Context: an optimization exercise on an open-source flow, tuned for small area. The choices shown serve that exercise and are no tape-out recipe.
The RTL was checked by simulation tests, not by an equivalence proof against the original design.
Power and IR drop assume default switching activity.

## juniper
==> flow/design.v <==
`timescale 1ns / 1ps
module alu (
    input wire [3:0] a,
    input wire [3:0] b,
    input wire [2:0] op,
    output wire [3:0] result,
    output wire zero,
    output wire negative,
    output wire carry,
    output wire overflow
);
    wire sub = op[0];
    wire [3:0] bx = b ^ {4{sub}};
    wire [4:0] c;
    wire [3:0] sum;
    assign c[0] = sub;
    genvar i;
    generate
        for (i = 0; i < 4; i = i + 1) begin : g_add
            assign sum[i] = a[i] ^ bx[i] ^ c[i];
            assign c[i+1] = (a[i] & bx[i]) | (c[i] & (a[i] ^ bx[i]));
        end
    endgenerate
    wire o_arith = ~op[2] & ~op[1];
    wire o_and = ~op[2] & op[1] & ~op[0];
    wire o_or = ~op[2] & op[1] & op[0];
    wire o_xor = op[2] & ~op[1] & ~op[0];
    wire o_sll = op[2] & ~op[1] & op[0];
    wire o_srl = op[2] & op[1] & ~op[0];
    wire o_slt = op[2] & op[1] & op[0];
    wire [3:0] x = a ^ b;
    wire [3:0] n = a & b;
    wire sel_n = o_and | o_or;
    wire sel_x = o_or | o_xor;
    wire [3:0] s;
    assign s[0] = ~b[1] & ~b[0];
    assign s[1] = ~b[1] & b[0];
    assign s[2] = b[1] & ~b[0];
    assign s[3] = b[1] & b[0];
    wire [3:0] l = {4{o_sll}} & s;
    wire [3:0] r = {4{o_srl}} & s;
    wire z = (o_sll | o_srl) & s[0];
    wire [3:0] shift;
    assign shift[0] = (z & a[0]) | (r[1] & a[1]) | (r[2] & a[2]) | (r[3] & a[3]);
    assign shift[1] = (z & a[1]) | (l[1] & a[0]) | (r[1] & a[2]) | (r[2] & a[3]);
    assign shift[2] = (z & a[2]) | (l[1] & a[1]) | (l[2] & a[0]) | (r[1] & a[3]);
    assign shift[3] = (z & a[3]) | (l[1] & a[2]) | (l[2] & a[1]) | (l[3] & a[0]);
    assign result = ({4{o_arith}} & sum) | ({4{sel_n}} & n) | ({4{sel_x}} & x) |
                    shift | {3'b000, o_slt & ~c[4]};
    assign carry = (o_arith & (c[4] ^ sub)) |
                   (l[1] & a[3]) | (l[2] & a[2]) | (l[3] & a[1]) |
                   (r[1] & a[0]) | (r[2] & a[1]) | (r[3] & a[2]);
    assign overflow = o_arith & (c[3] ^ c[4]);
    assign zero = (result == 4'b0000);
    assign negative = result[3];
endmodule
`timescale 1ns / 1ps
module control_unit (
    input wire [15:0] instruction,
    output wire [2:0] alu_op,
    output wire [1:0] dest_addr,
    output wire [1:0] src_a_addr,
    output wire [1:0] src_b_addr,
    output wire use_immediate,
    output wire [3:0] immediate
);
    assign alu_op = instruction[15:13];
    assign dest_addr = instruction[12:11];
    assign src_a_addr = instruction[10:9];
    assign src_b_addr = instruction[8:7];
    assign use_immediate = instruction[6];
    assign immediate = instruction[3:0];
endmodule
`timescale 1ns / 1ps
module instruction_memory (
    input wire clk,
    input wire reset,
    input wire write_enable,
    input wire [3:0] write_addr,
    input wire [15:0] write_data,
    input wire [3:0] read_addr,
    output wire [15:0] instruction
);
    reg [255:0] words;
    reg [15:0] valid;
    wire [255:0] next_words;
    wire [15:0] we;
    wire [15:0] hold;
    wire [15:0] sel;
    genvar w, b;
    generate
        for (w = 0; w < 16; w = w + 1) begin : g_word
            assign we[w] = write_enable & (write_addr == w);
            assign hold[w] = ~we[w];
            assign sel[w] = valid[w] & (read_addr == w);
            for (b = 0; b < 16; b = b + 1) begin : g_bit
                imem_bit_next u_next (
                    .load(we[w]),
                    .hold(hold[w]),
                    .new_bit(write_data[b]),
                    .old_bit(words[16*w + b]),
                    .next_bit(next_words[16*w + b])
                );
            end
            always @(posedge clk or posedge reset) begin
                if (reset)
                    valid[w] <= 1'b0;
                else if (we[w])
                    valid[w] <= 1'b1;
            end
        end
    endgenerate
    always @(posedge clk) begin
        words <= next_words;
    end
    generate
        for (b = 0; b < 16; b = b + 1) begin : g_read
            wire [5:0] part_n;
            for (w = 0; w < 5; w = w + 1) begin : g_grp
                imem_read3 u_read (
                    .sel0(sel[3*w]),     .bit0(words[16*(3*w) + b]),
                    .sel1(sel[3*w + 1]), .bit1(words[16*(3*w + 1) + b]),
                    .sel2(sel[3*w + 2]), .bit2(words[16*(3*w + 2) + b]),
                    .out_n(part_n[w])
                );
            end
            assign part_n[5] = ~(sel[15] & words[16*15 + b]);
            assign instruction[b] = ~&part_n;
        end
    endgenerate
endmodule
module imem_bit_next (
    input wire load,
    input wire hold,
    input wire new_bit,
    input wire old_bit,
    output wire next_bit
);
    assign next_bit = (load & new_bit) | (hold & old_bit);
endmodule
module imem_read3 (
    input wire sel0,
    input wire bit0,
    input wire sel1,
    input wire bit1,
    input wire sel2,
    input wire bit2,
    output wire out_n
);
    assign out_n = ~((sel0 & bit0) | (sel1 & bit1) | (sel2 & bit2));
endmodule
`timescale 1ns / 1ps
module register_file (
    input wire clk,
    input wire reset,
    input wire write_enable,
    input wire [1:0] write_addr,
    input wire [3:0] write_data,
    input wire [1:0] read_addr_a,
    input wire [1:0] read_addr_b,
    output wire [3:0] reg_a,
    output wire [3:0] reg_b
);
    reg [15:0] registers;
    wire [15:0] next_registers;
    genvar r, b;
    generate
        for (r = 0; r < 4; r = r + 1) begin : g_reg
            wire load = write_enable & (write_addr == r);
            for (b = 0; b < 4; b = b + 1) begin : g_bit
                imem_bit_next u_next (
                    .load(load),
                    .hold(~load),
                    .new_bit(write_data[b]),
                    .old_bit(registers[4*r + b]),
                    .next_bit(next_registers[4*r + b])
                );
            end
        end
    endgenerate
    always @(posedge clk or posedge reset) begin
        if (reset)
            registers <= 16'b0;
        else
            registers <= next_registers;
    end
    assign reg_a = registers[4*read_addr_a +: 4];
    assign reg_b = registers[4*read_addr_b +: 4];
endmodule
`timescale 1ns / 1ps
module top (
    input wire clk,
    input wire reset,
    input wire run_enable,
    input wire reg_write_enable,
    input wire [1:0] reg_write_addr,
    input wire [3:0] reg_write_data,
    input wire instr_write_enable,
    input wire [3:0] instr_write_addr,
    input wire [15:0] instr_write_data,
    output reg [3:0] pc,
    output wire [15:0] instruction,
    output wire [3:0] result,
    output wire zero,
    output wire negative,
    output wire carry,
    output wire overflow
);
    wire [1:0] dest_addr, src_a_addr, src_b_addr;
    wire [2:0] alu_op;
    wire use_immediate;
    wire [3:0] immediate;
    wire [3:0] a, b, alu_b;
    wire cpu_step;
    wire rf_write_enable;
    wire [1:0] rf_write_addr;
    wire [3:0] rf_write_data;
    instruction_memory imem (
        .clk(clk),
        .reset(reset),
        .write_enable(instr_write_enable),
        .write_addr(instr_write_addr),
        .write_data(instr_write_data),
        .read_addr(pc),
        .instruction(instruction)
    );
    control_unit cu (
        .instruction(instruction),
        .alu_op(alu_op),
        .dest_addr(dest_addr),
        .src_a_addr(src_a_addr),
        .src_b_addr(src_b_addr),
        .use_immediate(use_immediate),
        .immediate(immediate)
    );
    assign cpu_step = run_enable & ~reg_write_enable & ~instr_write_enable;
    assign rf_write_enable = reg_write_enable | cpu_step;
    assign rf_write_addr = reg_write_enable ? reg_write_addr : dest_addr;
    assign rf_write_data = reg_write_enable ? reg_write_data : result;
    register_file rf (
        .clk(clk),
        .reset(reset),
        .write_enable(rf_write_enable),
        .write_addr(rf_write_addr),
        .write_data(rf_write_data),
        .read_addr_a(src_a_addr),
        .read_addr_b(src_b_addr),
        .reg_a(a),
        .reg_b(b)
    );
    assign alu_b = use_immediate ? immediate : b;
    alu alu_inst (
        .a(a),
        .b(alu_b),
        .op(alu_op),
        .result(result),
        .zero(zero),
        .negative(negative),
        .carry(carry),
        .overflow(overflow)
    );
    always @(posedge clk or posedge reset) begin
        if (reset) begin
            pc <= 4'b0000;
        end else begin
            pc <= pc + {3'b000, cpu_step};
        end
    end
endmodule
export LEC_CHECK = 0
export CAP_MARGIN = 5
export CORE_MARGIN = 2
export CORE_UTILIZATION = 70
export SLEW_MARGIN = 5
export SYNTH_HIERARCHICAL = 1
create_clock -name core_clock -period 8.5 [get_ports {clk}]
standard.sh (not shown) runs the stock make flow with config.mk's settings and CLKGATE_MAP_FILE= SYNTH_SCRIPT=/design/flow/synth_recipe.tcl, a recipe that flattens the netlist after the stock synthesis.
==> flow/flow/run.sh <==
#!/bin/bash
# The standard layout (standard.sh: the standard flow's synthesis and ORFS flow) with
# changes that only affect sizing and buffering:
#  - every port gets the smallest buffer (buf_1) rather than the default pick;
#  - after floorplan, synthesis buffers are removed and logic cells are set to
#    their smallest drive strength (flow/downsize.tcl); the resizer buffers and
#    upsizes where needed later on;
#  - the clock tree uses larger sink clusters of clkbuf_16 leaf buffers and no
#    dummy loads.
set -euo pipefail
here=$(pwd)
bash standard.sh \
  "BUFFER_PORTS_ARGS=-buffer_cell sky130_fd_sc_hd__buf_1" \
  "POST_FLOORPLAN_TCL=$here/flow/downsize.tcl" \
  "CTS_ARGS=-sink_clustering_enable -repair_clock_nets -sink_clustering_size 30 -sink_clustering_max_diameter 90 -buf_list sky130_fd_sc_hd__clkbuf_16 -dont_use_dummy_load" \
  finish > "$here/standard_sh.log" 2>&1
==> flow/flow/downsize.tcl <==
# Remove the buffers synthesis inserted; repair_design re-buffers where needed.
remove_buffers
# Run after floorplan (POST_FLOORPLAN_TCL): give every logic cell the smallest
# drive strength of its family. Synthesis sizes cells for loads it can only
# guess; the resizer's repair_design and repair_timing steps that follow in
# placement, CTS and routing upsize or buffer wherever slew, capacitance or
# timing need it.
set n_down 0
foreach inst [get_cells *] {
  set lc [get_lib_cells -of_objects $inst]
  set name [get_name $lc]
  if {![regexp {^(sky130_fd_sc_hd__[a-z0-9]+)_([0-9]+)$} $name -> base size]} { continue }
  set best $name
  set best_area [get_property $lc area]
  foreach cand [get_lib_cells ${base}_*] {
    set cname [get_name $cand]
    if {![regexp "^${base}_\[0-9\]+\$" $cname]} { continue }
    if {[get_property $cand dont_use]} { continue }
    set a [get_property $cand area]
    if {$a < $best_area} { set best $cname; set best_area $a }
  }
  if {$best ne $name} {
    replace_cell $inst $best
    incr n_down
  }
}
puts "downsize.tcl: downsized $n_down cells"
#### Input delta (fjord over juniper)
==> flow/design.v, changed modules only <==
module alu (
    input wire [3:0] a,
    input wire [3:0] b,
    input wire [2:0] op,
    output wire [3:0] result,
    output wire zero,
    output wire negative,
    output wire carry,
    output wire overflow
);
    wire sub = op[0];
    wire [3:0] bx = b ^ {4{sub}};
    wire [4:0] c;
    wire [3:0] sum;
    assign c[0] = sub;
    genvar i;
    generate
        for (i = 0; i < 4; i = i + 1) begin : g_add
            assign sum[i] = a[i] ^ bx[i] ^ c[i];
            assign c[i+1] = (a[i] & bx[i]) | (c[i] & (a[i] ^ bx[i]));
        end
    endgenerate
    wire o_arith = ~op[2] & ~op[1];
    wire o_sll = op[2] & ~op[1] & op[0];
    wire o_srl = op[2] & op[1] & ~op[0];
    wire o_slt = op[2] & op[1] & op[0];
    wire sel_n = ~op[2] & op[1];
    wire sel_x = (~op[2] & op[1] & op[0]) | (op[2] & ~op[1] & ~op[0]);
    wire [3:0] x = a ^ b;
    wire [3:0] n = a & b;
    wire [3:0] s;
    assign s[0] = ~b[1] & ~b[0];
    assign s[1] = ~b[1] & b[0];
    assign s[2] = b[1] & ~b[0];
    assign s[3] = b[1] & b[0];
    wire [3:1] l = {3{o_sll}} & s[3:1];
    wire [3:1] r = {3{o_srl}} & s[3:1];
    wire z = (o_sll | o_srl) & s[0];
    wire arith_carry = c[4] ^ sub;
    wire [2:0] r0_n;
    imem_read3 u_r0_0 (.sel0(o_arith), .bit0(sum[0]), .sel1(sel_n), .bit1(n[0]),
                          .sel2(sel_x), .bit2(x[0]), .out_n(r0_n[0]));
    imem_read3 u_r0_1 (.sel0(z), .bit0(a[0]), .sel1(r[1]), .bit1(a[1]),
                          .sel2(r[2]), .bit2(a[2]), .out_n(r0_n[1]));
    assign r0_n[2] = ~((r[3] & a[3]) | (o_slt & ~c[4]));
    assign result[0] = ~&r0_n;
    wire [2:0] r1_n;
    imem_read3 u_r1_0 (.sel0(o_arith), .bit0(sum[1]), .sel1(sel_n), .bit1(n[1]),
                          .sel2(sel_x), .bit2(x[1]), .out_n(r1_n[0]));
    imem_read3 u_r1_1 (.sel0(z), .bit0(a[1]), .sel1(l[1]), .bit1(a[0]),
                          .sel2(r[1]), .bit2(a[2]), .out_n(r1_n[1]));
    assign r1_n[2] = ~((r[2] & a[3]));
    assign result[1] = ~&r1_n;
    wire [2:0] r2_n;
    imem_read3 u_r2_0 (.sel0(o_arith), .bit0(sum[2]), .sel1(sel_n), .bit1(n[2]),
                          .sel2(sel_x), .bit2(x[2]), .out_n(r2_n[0]));
    imem_read3 u_r2_1 (.sel0(z), .bit0(a[2]), .sel1(l[1]), .bit1(a[1]),
                          .sel2(l[2]), .bit2(a[0]), .out_n(r2_n[1]));
    assign r2_n[2] = ~((r[1] & a[3]));
    assign result[2] = ~&r2_n;
    wire [2:0] r3_n;
    imem_read3 u_r3_0 (.sel0(o_arith), .bit0(sum[3]), .sel1(sel_n), .bit1(n[3]),
                          .sel2(sel_x), .bit2(x[3]), .out_n(r3_n[0]));
    imem_read3 u_r3_1 (.sel0(z), .bit0(a[3]), .sel1(l[1]), .bit1(a[2]),
                          .sel2(l[2]), .bit2(a[1]), .out_n(r3_n[1]));
    assign r3_n[2] = ~((l[3] & a[0]));
    assign result[3] = ~&r3_n;
    wire [2:0] cy_n;
    imem_read3 u_cy_0 (.sel0(o_arith), .bit0(arith_carry), .sel1(l[1]), .bit1(a[3]),
                          .sel2(l[2]), .bit2(a[2]), .out_n(cy_n[0]));
    imem_read3 u_cy_1 (.sel0(l[3]), .bit0(a[1]), .sel1(r[1]), .bit1(a[0]),
                          .sel2(r[2]), .bit2(a[1]), .out_n(cy_n[1]));
    assign cy_n[2] = ~((r[3] & a[2]));
    assign carry = ~&cy_n;
    assign overflow = o_arith & (c[3] ^ c[4]);
    assign zero = ~|result;
    assign negative = result[3];
endmodule
Delta(die boundary width, fjord - juniper) < 0. juniper and fjord ended up with roughly the same net switching power of the design. juniper was routed with more vias than fjord. fjord vs juniper, met1 usage in global routing went up by 0.63 points. Comparing juniper with fjord, the clock latency of the later-clocked register in the worst-skew pair came out essentially unchanged. The lower routed length on met2 of juniper and fjord is in fjord. Taking juniper as the reference, in fjord synthesized cell count has decreased; arrival time at the worst endpoint has increased. fjord leaves less setup margin than juniper. Comparing juniper and fjord, the lower row count is on fjord. Compared fjord against juniper; switching part of the total power within noise. Re routed wire length: fjord is 280 um down on juniper. In the metrics for juniper and fjord, the one carrying the higher net count after synthesis is juniper.

## static timing again, ports no longer ideal
In the flow no input, the clock included, has a driving cell. The finished layouts below were timed again as built, in two steps.
Step 1 sets driving cells, clkbuf_16 on the clock port and buf_2 on the other inputs (assumed; they add their load-dependent delay and slew).
Step 2 moves the port delays by t, midway between the first and last clock arrival at a register: inputs arrive t later, outputs are due t later. That takes back most of the time a late clock gives input paths.
Three values: no drivers, after step 1, after step 2; two values: the first two.
run	t, ns	setup WS [ns]	latest minus earliest clock arrival (ns)	worst slew at a driven data input, ns	cell pins on the clock port's net
juniper	0.519	0.830 / 0.781 / 1.300	0.026 / 0.026	0.03	1
fjord	0.517	0.408 / 0.362 / 0.879	0.024 / 0.024	0.03	1
After both steps setup and hold are still met in every run listed.
